From an optimization exercise on the open Yosys and OpenROAD flow, aimed at small area; shortcuts taken in it are not production practice.
For this run, only the layout was checked, not whether the RTL still works.
Power is estimated from default activity; no workload was simulated.

===== design/flow/run.sh =====
#!/bin/bash
# synth_recipe.tcl (not shown) runs the flow's synth.tcl, then flattens the netlist and writes it again
# the make line also repeats each setting of config.mk as NAME=value (left out here)
make -C /OpenROAD-flow-scripts/flow DESIGN_CONFIG=/design/flow/config.mk WORK_HOME=/design/flow/orfs CLKGATE_MAP_FILE= SYNTH_SCRIPT=/design/flow/synth_recipe.tcl finish

===== design/flow/config.mk =====
export PLATFORM = sky130hd
export DESIGN_NAME = taxi
export DESIGN_NICKNAME = taxi
export VERILOG_FILES = /design/flow/design.v
export SDC_FILE = /design/flow/constraint.sdc
export NUM_CORES = 4
export LEC_CHECK = 0
export ABC_AREA = 1
export CAP_MARGIN = 20
export CORE_MARGIN = 2
export CORE_UTILIZATION = 40
export SLEW_MARGIN = 20

===== design/flow/constraint.sdc =====
create_clock -name core_clock -period 10.0 [get_ports {clk}]
set_input_delay 2.0000 -clock core_clock [delete_from_list [all_inputs] [get_ports {clk}]]
set_output_delay 2.0000 -clock core_clock [all_outputs]
set_load 0.01 [all_outputs]

===== design/flow/design.v =====
module debounce (clk, rst, key, key_pulse);
  input clk;           
  input rst;           
  input key;           
  output key_pulse;    
  reg key_1st_pre;     
  reg key_1st_now;     
  wire key_edge;       
  always@(posedge clk or posedge rst)begin
      if (rst) begin
          key_1st_pre <= 1'b1;         
          key_1st_now <= 1'b1;
      end
      else begin
          key_1st_now <= key;          
          key_1st_pre <= key_1st_now;  
      end
  end
  assign key_edge = key_1st_pre & (~key_1st_now);
  reg [5:0] cnt;                       
  always@(posedge clk or posedge rst) begin
      if (rst)			cnt <= 6'h0;
      else if (key_edge)	cnt <= 6'h0;    
      else				cnt <= cnt + 1'h1;       
  end
  reg key_2nd_pre;                     
  reg key_2nd_now;
  always@(posedge clk or posedge rst)begin
      if (rst)                  key_2nd_now <= 1'b1;
      else if (cnt == 6'h3f)  key_2nd_now <= key;
  end
  always@(posedge clk or posedge rst)begin
      if (rst)  key_2nd_pre <= 1'b1;
      else    key_2nd_pre <= key_2nd_now;
  end
  assign key_pulse = key_2nd_pre & (~key_2nd_now);
endmodule
module taxi (
  clk, rst, mile_v, onride, double, night, subtotal, waiting, stopped,
  seg_cat, seg_AX, speed_led, night_led, double_led, ride_led, clk_sound,
  lattice_row, lattice_Rcol, lattice_Gcol, lcd_en, lcd_rs, lcd_data
);
  input             clk;
  input             rst;
  input       [2:0] mile_v;
  input             onride;
  input             double;
  input             night;
  input             subtotal;
  input             waiting;
  input             stopped;
  output      [7:0] seg_cat;
  output reg  [7:0] seg_AX;
  output      [7:0] speed_led;
  output            night_led;
  output            double_led;
  output            ride_led;
  output            clk_sound;
  output      [7:0] lattice_row;
  output      [7:0] lattice_Rcol;
  output      [7:0] lattice_Gcol;
  output            lcd_en;
  output            lcd_rs;
  output      [7:0] lcd_data;
  assign double_led = double;
  assign night_led  = night;
  assign ride_led   = ~onride;
  reg  [14:0] gcnt;
  reg         lcd_go;                  
  always @(posedge clk or posedge rst)
    if (rst) gcnt <= 15'd0;
    else     gcnt <= gcnt + 15'd1;
  always @(posedge clk or posedge rst)
    if (rst)                     lcd_go <= 1'b0;
    else if (gcnt[5:0] == 6'd62) lcd_go <= 1'b1;
  wire tick = &gcnt[1:0];
  wire [2:0] lat_v  = gcnt[4:2];
  wire [3:0] lat_h  = gcnt[14:11];
  wire       lat_on = lcd_go | (|gcnt[5:2]);      
  assign lattice_row = lat_on ? ~(8'd1 << lat_v) : 8'hff;
  reg [15:0] patR, patG;
  always @(*) begin
    case (lat_v)
      3'd0: begin patR = 16'h0808; patG = 16'h1320; end
      3'd1: begin patR = 16'h3E7F; patG = 16'h6A70; end
      3'd2: begin patR = 16'h0455; patG = 16'h6B4F; end
      3'd3: begin patR = 16'h0A22; patG = 16'h6A09; end
      3'd4: begin patR = 16'h3F3E; patG = 16'h3A26; end
      3'd5: begin patR = 16'h0808; patG = 16'h2A26; end
      3'd6: begin patR = 16'h7F08; patG = 16'h0229; end
      default: begin patR = 16'h087F; patG = 16'h7D50; end
    endcase
  end
  wire [31:0] rotR = {patR, patR} >> lat_h;
  wire [31:0] rotG = {patG, patG} >> lat_h;
  assign lattice_Rcol = onride ? 8'b0 : rotR[7:0];
  assign lattice_Gcol = onride ? rotG[7:0] : 8'b0;
  wire wait_dbs, stop_dbs, sub_dbs;
  debounce waitingKEY (clk, rst, waiting,  wait_dbs);
  debounce stoppedKEY (clk, rst, stopped,  stop_dbs);
  debounce subKEY     (clk, rst, subtotal, sub_dbs);
  reg       wait_st;                   
  reg       stop_c;                    
  reg [1:0] sub_c;                     
  always @(posedge clk or posedge rst)
    if (rst)                    wait_st <= 1'b0;
    else if (!onride || stop_c) wait_st <= 1'b0;
    else if (wait_dbs)          wait_st <= ~wait_st;
  always @(posedge clk or posedge rst)
    if (rst)           stop_c <= 1'b0;
    else if (!onride)  stop_c <= 1'b0;
    else if (stop_dbs) stop_c <= 1'b1;
  always @(posedge clk or posedge rst)
    if (rst)                                  sub_c <= 2'd0;
    else if (!onride)                         sub_c <= 2'd0;
    else if (double && sub_dbs && !sub_c[1])  sub_c <= sub_c + 2'd1;
  reg  [2:0] seg_cnt;                  
  reg        seg_on;                   
  reg  [6:0] mile_ms, wait_ms;         
  reg  [2:0] mile_spd;                 
  reg  [2:0] wait_c;                   
  reg  [3:0] nc;                       
  reg  [3:0] d0, d1;                   
  reg  [2:0] d2;                       
  reg  [3:0] d3, d4, d5;               
  reg  [3:0] d6, d7;                   
  reg  [3:0] p1_0, p1_1, p2_0, p2_1;   
  reg  [2:0] p1_2, p2_2;
  reg  [3:0] snd;                      
  reg        snd_on;
  reg  [8:0] scnt;                     
  wire d3_9 = d3[3] & d3[0];
  wire d4_9 = d4[3] & d4[0];
  wire d1_9 = d1[3] & d1[0];
  wire d6_9 = d6[3] & d6[0];
  wire wsat = d5[3] & d5[0];           
  wire msat = d7[3] & d7[0] & d6_9;    
  wire km_gt2 = (d7 != 4'd0) | (d6 > 4'd2);
  wire fresh = (d7 == 4'd0) & (d6 == 4'd0) & (d5 == 4'd0) & (d4 == 4'd0) &
               (d3 == 4'd0) & d0[0];
  wire ride = onride & ~stop_c & (sub_c != 2'd1);
  wire pm   = double & (sub_c == 2'd0);    
  wire [1:0] fy = wait_st ? (pm ? 2'd0 : 2'd1) : (pm ? 2'd1 : 2'd2);
  wire [2:0] fj = wait_st ? (pm ? (night ? 3'd7 : 3'd6) : (night ? 3'd2 : 3'd0))
                          : (night ? 3'd4 : (pm ? 3'd2 : 3'd0));
  wire [4:0] ft   = {1'b0, nc} + {2'b0, fj};
  wire       fr   = (nc < 4'd5) ? (ft > 5'd4) : ft[4];
  wire [3:0] nc_n = (ft > 5'd9) ? ft[3:0] - 4'd10 : ft[3:0];
  wire [3:0] fu   = d0 + {2'b0, fy} + {3'b0, fr};
  wire       fc   = fu > 4'd9;
  wire [3:0] d0_n = fc ? fu - 4'd10 : fu;
  wire wait_sec = wait_st & (wait_ms == 7'd99);
  wire mile_km  = ~wait_st & (mile_ms == 7'd99) & (mile_spd >= mile_v);
  wire fee = wait_sec ? (wait_c == 3'd5) & ~wsat : mile_km & ~msat & km_gt2;
  wire music = ride ? (snd != 4'd15) : (snd != 4'd0);
  always @(posedge clk or posedge rst) begin
    if (rst) begin
      seg_cnt <= 3'd0;  seg_on <= 1'b0;
      mile_ms <= 7'd0;  wait_ms <= 7'd0;  mile_spd <= 3'd0;  wait_c <= 3'd0;
      nc <= 4'd0;
      d0 <= 4'd3;  d1 <= 4'd1;  d2 <= 3'd0;
      d3 <= 4'd0;  d4 <= 4'd0;  d5 <= 4'd9;  d6 <= 4'd9;  d7 <= 4'd9;
      p1_0 <= 4'd0; p1_1 <= 4'd0; p1_2 <= 3'd0;
      p2_0 <= 4'd0; p2_1 <= 4'd0; p2_2 <= 3'd0;
      snd <= 4'd0;  snd_on <= 1'b0;  scnt <= 9'd0;
    end
    else if (tick) begin
      if (onride) begin
        seg_cnt <= seg_cnt + 3'd1;
        seg_on  <= 1'b1;
      end
      if (onride && (ride || stop_c)) begin
        if (music) begin
          if (scnt == 9'd15) snd_on <= 1'b1;
          else if (scnt == 9'd511) begin
            snd    <= ride ? snd + 4'd1 : snd - 4'd1;
            snd_on <= 1'b0;
          end
          scnt <= scnt + 9'd1;
        end
        else snd_on <= 1'b0;
      end
      if (ride) begin
        p1_2 <= d2;  p1_1 <= d1;  p1_0 <= d0;
        if (sub_c == 2'd0) begin
          p2_2 <= d2;  p2_1 <= d1;  p2_0 <= d0;
        end
        if (fresh) begin
          if (double && night)  begin d0 <= 4'd0; nc <= 4'd6; end
          else if (night)       begin d0 <= 4'd6; nc <= 4'd6; end
          else if (double)      begin d1 <= 4'd0; d0 <= 4'd8; nc <= 4'd8; end
        end
        if (wait_st) begin
          if (wait_ms == 7'd99) begin
            wait_ms <= 7'd0;
            if (!wsat) begin
              if (d3_9) begin
                d3 <= 4'd0;
                if (d4_9) begin d4 <= 4'd0; d5 <= d5 + 4'd1; end
                else d4 <= d4 + 4'd1;
              end
              else d3 <= d3 + 4'd1;
            end
            if (wait_c == 3'd7) wait_c <= 3'd5;
            else                wait_c <= wait_c + 3'd1;
          end
          else wait_ms <= wait_ms + 7'd1;
        end
        else begin
          if (mile_ms == 7'd99) begin
            mile_ms <= 7'd0;
            if (mile_spd >= mile_v) begin
              mile_spd <= 3'd0;
              if (!msat) begin
                if (d6_9) begin d6 <= 4'd0; d7 <= d7 + 4'd1; end
                else d6 <= d6 + 4'd1;
              end
            end
            else mile_spd <= mile_spd + 3'd1;
          end
          else mile_ms <= mile_ms + 7'd1;
        end
        if (fee) begin
          d0 <= d0_n;
          nc <= nc_n;
          if (fc) begin
            if (d1_9) begin d1 <= 4'd0; d2 <= d2 + 3'd1; end
            else d1 <= d1 + 4'd1;
          end
        end
      end
      else if (!onride) begin
        mile_ms <= 7'd0;  mile_spd <= 3'd0;  wait_ms <= 7'd0;  wait_c <= 3'd0;
        nc <= 4'd0;  snd <= 4'd0;  snd_on <= 1'b0;
        seg_cnt <= 3'd0;  seg_on <= 1'b0;
        d0 <= 4'd3;  d1 <= 4'd1;  d2 <= 3'd0;  d3 <= 4'd0;
        d4 <= 4'd0;  d5 <= 4'd0;  d6 <= 4'd0;  d7 <= 4'd0;
      end
    end
  end
  assign seg_cat = seg_on ? ~(8'd1 << seg_cnt) : 8'hff;
  reg [3:0] dsel;
  always @(*) begin
    case (seg_cnt)
      3'd0: dsel = d0;          3'd1: dsel = d1;
      3'd2: dsel = {1'b0, d2};  3'd3: dsel = d3;
      3'd4: dsel = d4;          3'd5: dsel = d5;
      3'd6: dsel = d6;          default: dsel = d7;
    endcase
    case (dsel)
      4'd0: seg_AX = 8'h3f;  4'd1: seg_AX = 8'h06;  4'd2: seg_AX = 8'h5b;
      4'd3: seg_AX = 8'h4f;  4'd4: seg_AX = 8'h66;  4'd5: seg_AX = 8'h6d;
      4'd6: seg_AX = 8'h7d;  4'd7: seg_AX = 8'h07;  4'd8: seg_AX = 8'h7f;
      4'd9: seg_AX = 8'h6f;  default: seg_AX = 8'h00;
    endcase
  end
  assign speed_led = onride ? ~(8'hfe << mile_spd) : 8'h00;
  reg [6:0] bh;
  reg       bph, bclk;
  reg [6:0] half_m1;
  always @(*) begin
    case (snd)
      4'd0, 4'd1, 4'd6, 4'd11, 4'd12, 4'd13: half_m1 = 7'd75;    
      4'd2, 4'd5:                             half_m1 = 7'd71;    
      4'd3, 4'd4:                             half_m1 = 7'd63;    
      4'd8, 4'd9:                             half_m1 = 7'd95;    
      default:                                half_m1 = 7'd84;    
    endcase
  end
  wire bwrap = (bh == half_m1);
  always @(posedge clk or posedge rst)
    if (rst)          begin bh <= 7'd0; bph <= 1'b0; bclk <= 1'b0; end
    else if (!snd_on) begin bh <= 7'd0; bph <= 1'b0; bclk <= 1'b0; end
    else begin
      bh   <= bwrap ? 7'd0 : bh + 7'd1;
      bph  <= bph ^ bwrap;
      bclk <= bph;
    end
  assign clk_sound = snd_on & bclk;
  reg       lcd_row;
  reg [4:0] lcd_p;
  reg [6:0] lcd_d;
  wire lcd_wr   = lcd_go & (gcnt[3:0] == 4'd14);
  wire lcd_last = (lcd_p == 5'd15);
  wire [4:0] np = lcd_last ? 5'd31 : lcd_p + 5'd1;
  wire       nrow = lcd_row ^ lcd_last;
  reg [6:0] ch;
  always @(*) begin
    if (np[4]) begin
      case (np[2:0])
        3'd2: ch = 7'h38;  3'd3: ch = 7'h08;  3'd4: ch = 7'h01;
        3'd5: ch = 7'h06;  3'd6: ch = 7'h0c;  3'd7: ch = nrow ? 7'h40 : 7'h00;
        default: ch = 7'h00;
      endcase
    end
    else if (!nrow) begin
      if (onride)
        case (np[3:0])
          4'd0:  ch = {3'h3, d7};   4'd1:  ch = {3'h3, d6};
          4'd2:  ch = "k";          4'd3:  ch = "m";
          4'd4:  ch = " ";          4'd5:  ch = {3'h3, d5};
          4'd6:  ch = {3'h3, d4};   4'd7:  ch = {3'h3, d3};
          4'd8:  ch = "s";          4'd9:  ch = " ";
          4'd10: ch = 7'h31 + mile_v;
          4'd11: ch = "s";          4'd12: ch = "/";
          4'd13: ch = "k";          4'd14: ch = "m";
          default: ch = " ";
        endcase
      else
        case (np[3:0])
          4'd0:  ch = " ";  4'd1:  ch = "T";  4'd2:  ch = "A";  4'd3:  ch = "X";
          4'd4:  ch = "I";  4'd5:  ch = " ";  4'd6:  ch = "-";  4'd7:  ch = " ";
          4'd8:  ch = "W";  4'd9:  ch = "E";  4'd10: ch = "L";  4'd11: ch = "C";
          4'd12: ch = "O";  4'd13: ch = "M";  4'd14: ch = "E";  default: ch = " ";
        endcase
    end
    else begin
      if (onride && double)
        case (np[3:0])
          4'd0:  ch = "R";  4'd1:  ch = "M";  4'd2:  ch = "B";  4'd3:  ch = " ";
          4'd4:  ch = "1";  4'd5:  ch = ":";
          4'd6:  ch = {4'h6, p1_2};  4'd7:  ch = {3'h3, p1_1};  4'd8:  ch = {3'h3, p1_0};
          4'd9:  ch = ",";  4'd10: ch = " ";  4'd11: ch = "2";  4'd12: ch = ":";
          4'd13: ch = {4'h6, p2_2};  4'd14: ch = {3'h3, p2_1};  default: ch = {3'h3, p2_0};
        endcase
      else if (onride)
        case (np[3:0])
          4'd0:  ch = "R";  4'd1:  ch = "M";  4'd2:  ch = "B";  4'd3:  ch = ":";
          4'd4:  ch = {4'h6, d2};  4'd5:  ch = {3'h3, d1};  4'd6:  ch = {3'h3, d0};
          default: ch = " ";
        endcase
      else
        case (np[3:0])
          4'd0:  ch = " ";  4'd1:  ch = "P";  4'd2:  ch = "o";  4'd3:  ch = "w";
          4'd4:  ch = "e";  4'd5:  ch = "r";  4'd6:  ch = "e";  4'd7:  ch = "d";
          4'd8:  ch = " ";  4'd9:  ch = "b";  4'd10: ch = "y";  4'd11: ch = " ";
          4'd12: ch = "L";  4'd13: ch = "Y";  4'd14: ch = "R";  default: ch = " ";
        endcase
    end
  end
  always @(posedge clk or posedge rst)
    if (rst) begin
      lcd_row <= 1'b0;  lcd_p <= 5'd25;  lcd_d <= 7'd0;
    end
    else if (lcd_wr) begin
      lcd_row <= nrow;  lcd_p <= np;  lcd_d <= ch;
    end
  assign lcd_en   = ~(lcd_go & (gcnt[3:0] >= 4'd7) & (gcnt[3:0] != 4'd15));
  assign lcd_rs   = ~lcd_p[4];
  assign lcd_data = {lcd_p[4] & lcd_p[2] & lcd_p[1] & lcd_p[0], lcd_d};
endmodule

==> results.txt <==
[state kept, by name (all words and copies together), names as in the netlist, 5 cells and up]
| register | cells |
|---|---|
| lcd_p | 5 |
| bh | 7 |
| subKEY.cnt | 6 |
| stoppedKEY.cnt | 6 |
| wait_ms | 7 |
| mile_ms | 7 |
| gcnt | 15 |
| waitingKEY.cnt | 6 |
| scnt | 9 |
| lcd_d | 7 |
[logic make-up (layout without fill, tap and decap cells)]
group / count (synthesis) / count (layout) / share of synthesized area, %
fa+ha+maj: 79 / 79 / 8.54
simple gates: 785 / 785 / 29.2
xor+xnor: 39 / 39 / 2.86
other cells: 1 / 1 / 0.0314
compound gates: 336 / 336 / 15.5
flops: 167 / 167 / 35.3
mux: 1 / 1 / 0.0839
buf+inv: 260 / 323 / 8.54
[final timing paths]
path	slack [ns]	cells after the start	end	from
min in group asynchronous	2.12	2	stoppedKEY.cnt[2]	rst
hold / removal	0.37	0	stoppedKEY.key_2nd_pre	stoppedKEY.key_2nd_now
hold reg to reg	0.37	0	stoppedKEY.key_2nd_pre	stoppedKEY.key_2nd_now
setup / recovery	3.84	6	speed_led[2]	onride
setup reg to reg	5.74	20	d2[1]	sub_c[0]
max in group asynchronous	6.32	3	lcd_d[3]	rst
[synthesized netlist by cell type (3+ instances only)]
cell type and n:
a21boi_0 3, a21oi_1 98, a221oi_1 4, a22oi_1 7, a31oi_1 6, buf_1 6, buf_2 7, buf_4 7
clkbuf_1 24, clkinv_1 6, dfrtp_1 143, dfstp_2 24, fa_1 4, ha_1 75, inv_1 197, inv_2 12
nand2_1 397, nand2_2 18, nand3_1 127, nand3_2 5, nand4_1 36, nor2_1 137, nor2_2 10, nor2_4 4
nor3_1 23, nor3_2 4, nor3b_1 6, o211ai_1 12, o21a_1 3, o21ai_0 159, o21ai_1 13, o21bai_1 4
o22ai_1 15, or2_2 6, xnor2_1 10, xor2_1 29
[through the flow]
step	util [%]	area [µm²]	hold WS, ns
detailed placement	43.9	13000	0.357
finish	46.2	13600	0.367
global route	46.2	13600	0.372
floorplan	-	11900	0.354
global placement	43.9	13000	0.354
CTS	46.2	13600	0.368
[power by group through the flow]
stage                     Sequential (mW)  Combinational [mW]  Clock (mW)
after global routing                0.841               0.433       0.773
after detailed placement            0.841               0.376           0
after CTS                           0.828               0.379       0.747
final                               0.829               0.376       0.728
after global placement              0.840               0.368           0
after floorplan                     0.817               0.261           0
[layer usage]
layer  global-route usage, %  wire length, µm  vias up  share of wire (%)
li1                        -                -     5601                  -
met1                    29.4            15400     5287                 46
met2                    36.6            15500      273                 47
met3                    3.52             1520       66                4.6
met4                    8.16              896        0                2.7
met5                       0                0        -                  0
[worst max-delay path: stages]
cell             delay [ns]
clkdlybuf4s50_1        0.46
buf_4                  0.34
inv_1                  0.31
buf_4                  0.33
a21oi_1                0.15
clkdlybuf4s50_1        0.55
[final cells by class]
class	instances	area, µm²
clock buffer	17	425
fill	3047	15900
timing repair buffer	76	748
inverter	215	812
multi-input combinational	1241	6700
sequential	167	4210
tap	390	488
clock inverter	15	231
==> impl_metrics.xml <==
<?xml version="1.0" encoding="UTF-8"?>
<metrics>
  <group name="placed_design">
    <metric name="place_hpwl" unit="mm">25.0</metric>
    <metric name="buffer_ports.inserted" unit="">71</metric>
    <metric name="pre_cts_ws" unit="ns">3.78</metric>
    <metric name="gp_congestion" unit="">0.968</metric>
    <metric name="dp.cells" unit="">2089</metric>
  </group>
  <group name="flow_run">
    <metric name="drv.max_cap_violation_count" unit="">0</metric>
  </group>
  <group name="pwr">
    <metric name="leakagePower" unit="nW">6.44</metric>
    <metric name="power_frac_seq" unit="%">42.9</metric>
    <metric name="total_power_consumption" unit="mW">1.93</metric>
    <metric name="power_frac_clock" unit="%">37.7</metric>
    <metric name="worst_ir_drop_vdd" unit="µV">103</metric>
    <metric name="power.density" unit="nW/µm²">142</metric>
    <metric name="netSwitchingPower" unit="µW">638</metric>
    <metric name="relative_contribution_of_combinational_cells_to_total_power" unit="%">19.4</metric>
    <metric name="p_sw_share" unit="%">33.0</metric>
    <metric name="internal_power" unit="mW">1.29</metric>
  </group>
  <group name="status">
    <metric name="run_status" unit="">complete, no violations</metric>
  </group>
  <group name="global_routing">
    <metric name="grt.total_usage" unit="%">22.2</metric>
    <metric name="grt-ovfl-total" unit="">0</metric>
    <metric name="largest_net_degree_at_the_start_of_global_routing" unit="">99</metric>
    <metric name="global_route_wire_length_before_repair" unit="mm">55.5</metric>
    <metric name="grt_antenna_before_repair" unit="">0</metric>
    <metric name="first_global_vias" unit="">10800</metric>
  </group>
  <group name="floorplanning">
    <metric name="top_level_ports" unit="">73</metric>
    <metric name="core" unit="µm²">29500</metric>
    <metric name="initial_cell_density_of_the_core" unit="%">40.4</metric>
    <metric name="die-area" unit="µm²">31200</metric>
    <metric name="die_width" unit="µm">177</metric>
    <metric name="placementRows" unit="">63</metric>
    <metric name="die_y" unit="µm">177</metric>
  </group>
  <group name="synth">
    <metric name="netlist_instances" unit="">1668</metric>
    <metric name="dominant_cells_by_area_after_synthesis" unit="">dfrtp_1 (30%), nand2_1 (12%), ha_1 (7.9%)</metric>
    <metric name="postSynthAreaPerCell" unit="µm²">7.15</metric>
    <metric name="synth_async_sr_flop_share" unit="%">100</metric>
    <metric name="synth.largest_area_cell" unit="">dfrtp_1</metric>
    <metric name="synthDominantCellAreaShare" unit="%">30.0</metric>
    <metric name="ys_dominant_reg_cell" unit="">dfrtp_1</metric>
    <metric name="postSynthRegisterBits" unit="">167</metric>
    <metric name="netlist_area" unit="µm²">11900</metric>
    <metric name="yosys_synthesis_warning_count" unit="">2</metric>
    <metric name="synth_edf_count" unit="">0</metric>
    <metric name="synth_seq_area_share" unit="%">35.3</metric>
    <metric name="synth.lib_cells_used.distinct" unit="">60</metric>
    <metric name="synthesis.nets" unit="">1758</metric>
  </group>
  <group name="timing">
    <metric name="finalClockSkew" unit="ns">0.0162</metric>
    <metric name="timing_worst_slew_pin_value" unit="ns">0.958</metric>
    <metric name="period_share" unit="%">61.6</metric>
    <metric name="relSlewSlack" unit="%">35.7</metric>
    <metric name="totalNegativeSetupSlack" unit="ns">0</metric>
    <metric name="report.final.hold_viol_count" unit="">0</metric>
    <metric name="unrepaired_setup_endpoints_after_global_routing" unit="">no</metric>
    <metric name="max_freq" unit="MHz">162</metric>
    <metric name="layout_min_cycle_time" unit="ns">6.16</metric>
    <metric name="postLayoutSetupSlackWorst" unit="ns">3.84</metric>
    <metric name="finalSetupViolations" unit="">0</metric>
    <metric name="timing.final.max_slew_violations" unit="">0</metric>
  </group>
  <group name="worst_setup_path">
    <metric name="critical_path_required_time" unit="ns">8.00</metric>
    <metric name="critical_path_class" unit="">in2out</metric>
    <metric name="critical_path_peak_fanout" unit="">29</metric>
    <metric name="setup.worst_path.end_class" unit="">primary output</metric>
    <metric name="timing.critical_path.from_type" unit="">primary input</metric>
    <metric name="cp.arrival" unit="ns">4.16</metric>
  </group>
  <group name="drt">
    <metric name="detail_route.vias_per_cell" unit="">5.29</metric>
    <metric name="postRouteAntennaNets" unit="">0</metric>
    <metric name="drt-pass1-iter-count" unit="">5</metric>
    <metric name="count_of_vias_placed_by_the_detailed_router" unit="">11200</metric>
    <metric name="drc" unit="">0</metric>
    <metric name="detail_route.wl_per_cell" unit="µm">15.7</metric>
    <metric name="dr.first_iter.drc_count" unit="">777</metric>
    <metric name="finalWirelength" unit="mm">33.3</metric>
  </group>
  <group name="final_layout">
    <metric name="num-nets-final" unit="">1808</metric>
    <metric name="drive_above_1_share" unit="%">7.39</metric>
    <metric name="diodes" unit="">0</metric>
    <metric name="mostFrequentLayoutCell" unit="">nand2_1</metric>
    <metric name="layout.cells.non_filler" unit="">2121</metric>
    <metric name="area_growth" unit="%">14.1</metric>
    <metric name="mostFrequentLayoutCells" unit="">nand2_1 (397), inv_1 (196), o21ai_0 (159)</metric>
  </group>
  <group name="clocking">
    <metric name="clock_tree.htree_level_count" unit="">4</metric>
    <metric name="postCtsHoldBufs" unit="">0</metric>
    <metric name="tritoncts_clock_tree" unit="">built</metric>
    <metric name="clk_path_buf_depth" unit="">2</metric>
    <metric name="post_cts_resized" unit="">0</metric>
    <metric name="insertion_delay" unit="ns">0.44</metric>
    <metric name="worst_setup_hold_path_clk_slew" unit="ns">0.08</metric>
    <metric name="clkSinkCount" unit="">167</metric>
    <metric name="cts_made_buffers" unit="">17</metric>
    <metric name="postCtsSetupRepairBufs" unit="">0</metric>
    <metric name="clock_tree.root_cell" unit="">clkbuf_16</metric>
  </group>
  <group name="hold_path">
    <metric name="hold_path_class" unit="">reg2reg</metric>
  </group>
</metrics>

==> static timing again, ports no longer ideal <==
No port has a modelled driver above. Below, the same layout with a new extraction and two added sets of constraints. Step 1, drivers: a clkbuf_16 drives clk and a buf_2 each remaining input, both assumed. Step 2 also shifts input and output timing later by t, the mid clock arrival at the registers, as if the neighbouring blocks saw the same clock. a / b / c = no drivers / after step 1 / after step 2; a / b = the first two.
t, ns: 0.489
setup WS [ns]: 3.844 / 3.813 / 3.761
worst register clock-pin slew, ns: 0.09 / 0.09
After both steps this run still meets setup and hold. For this run, drivers alone change the setup slack by -0.031 ns; drivers and shift together by -0.083 ns.
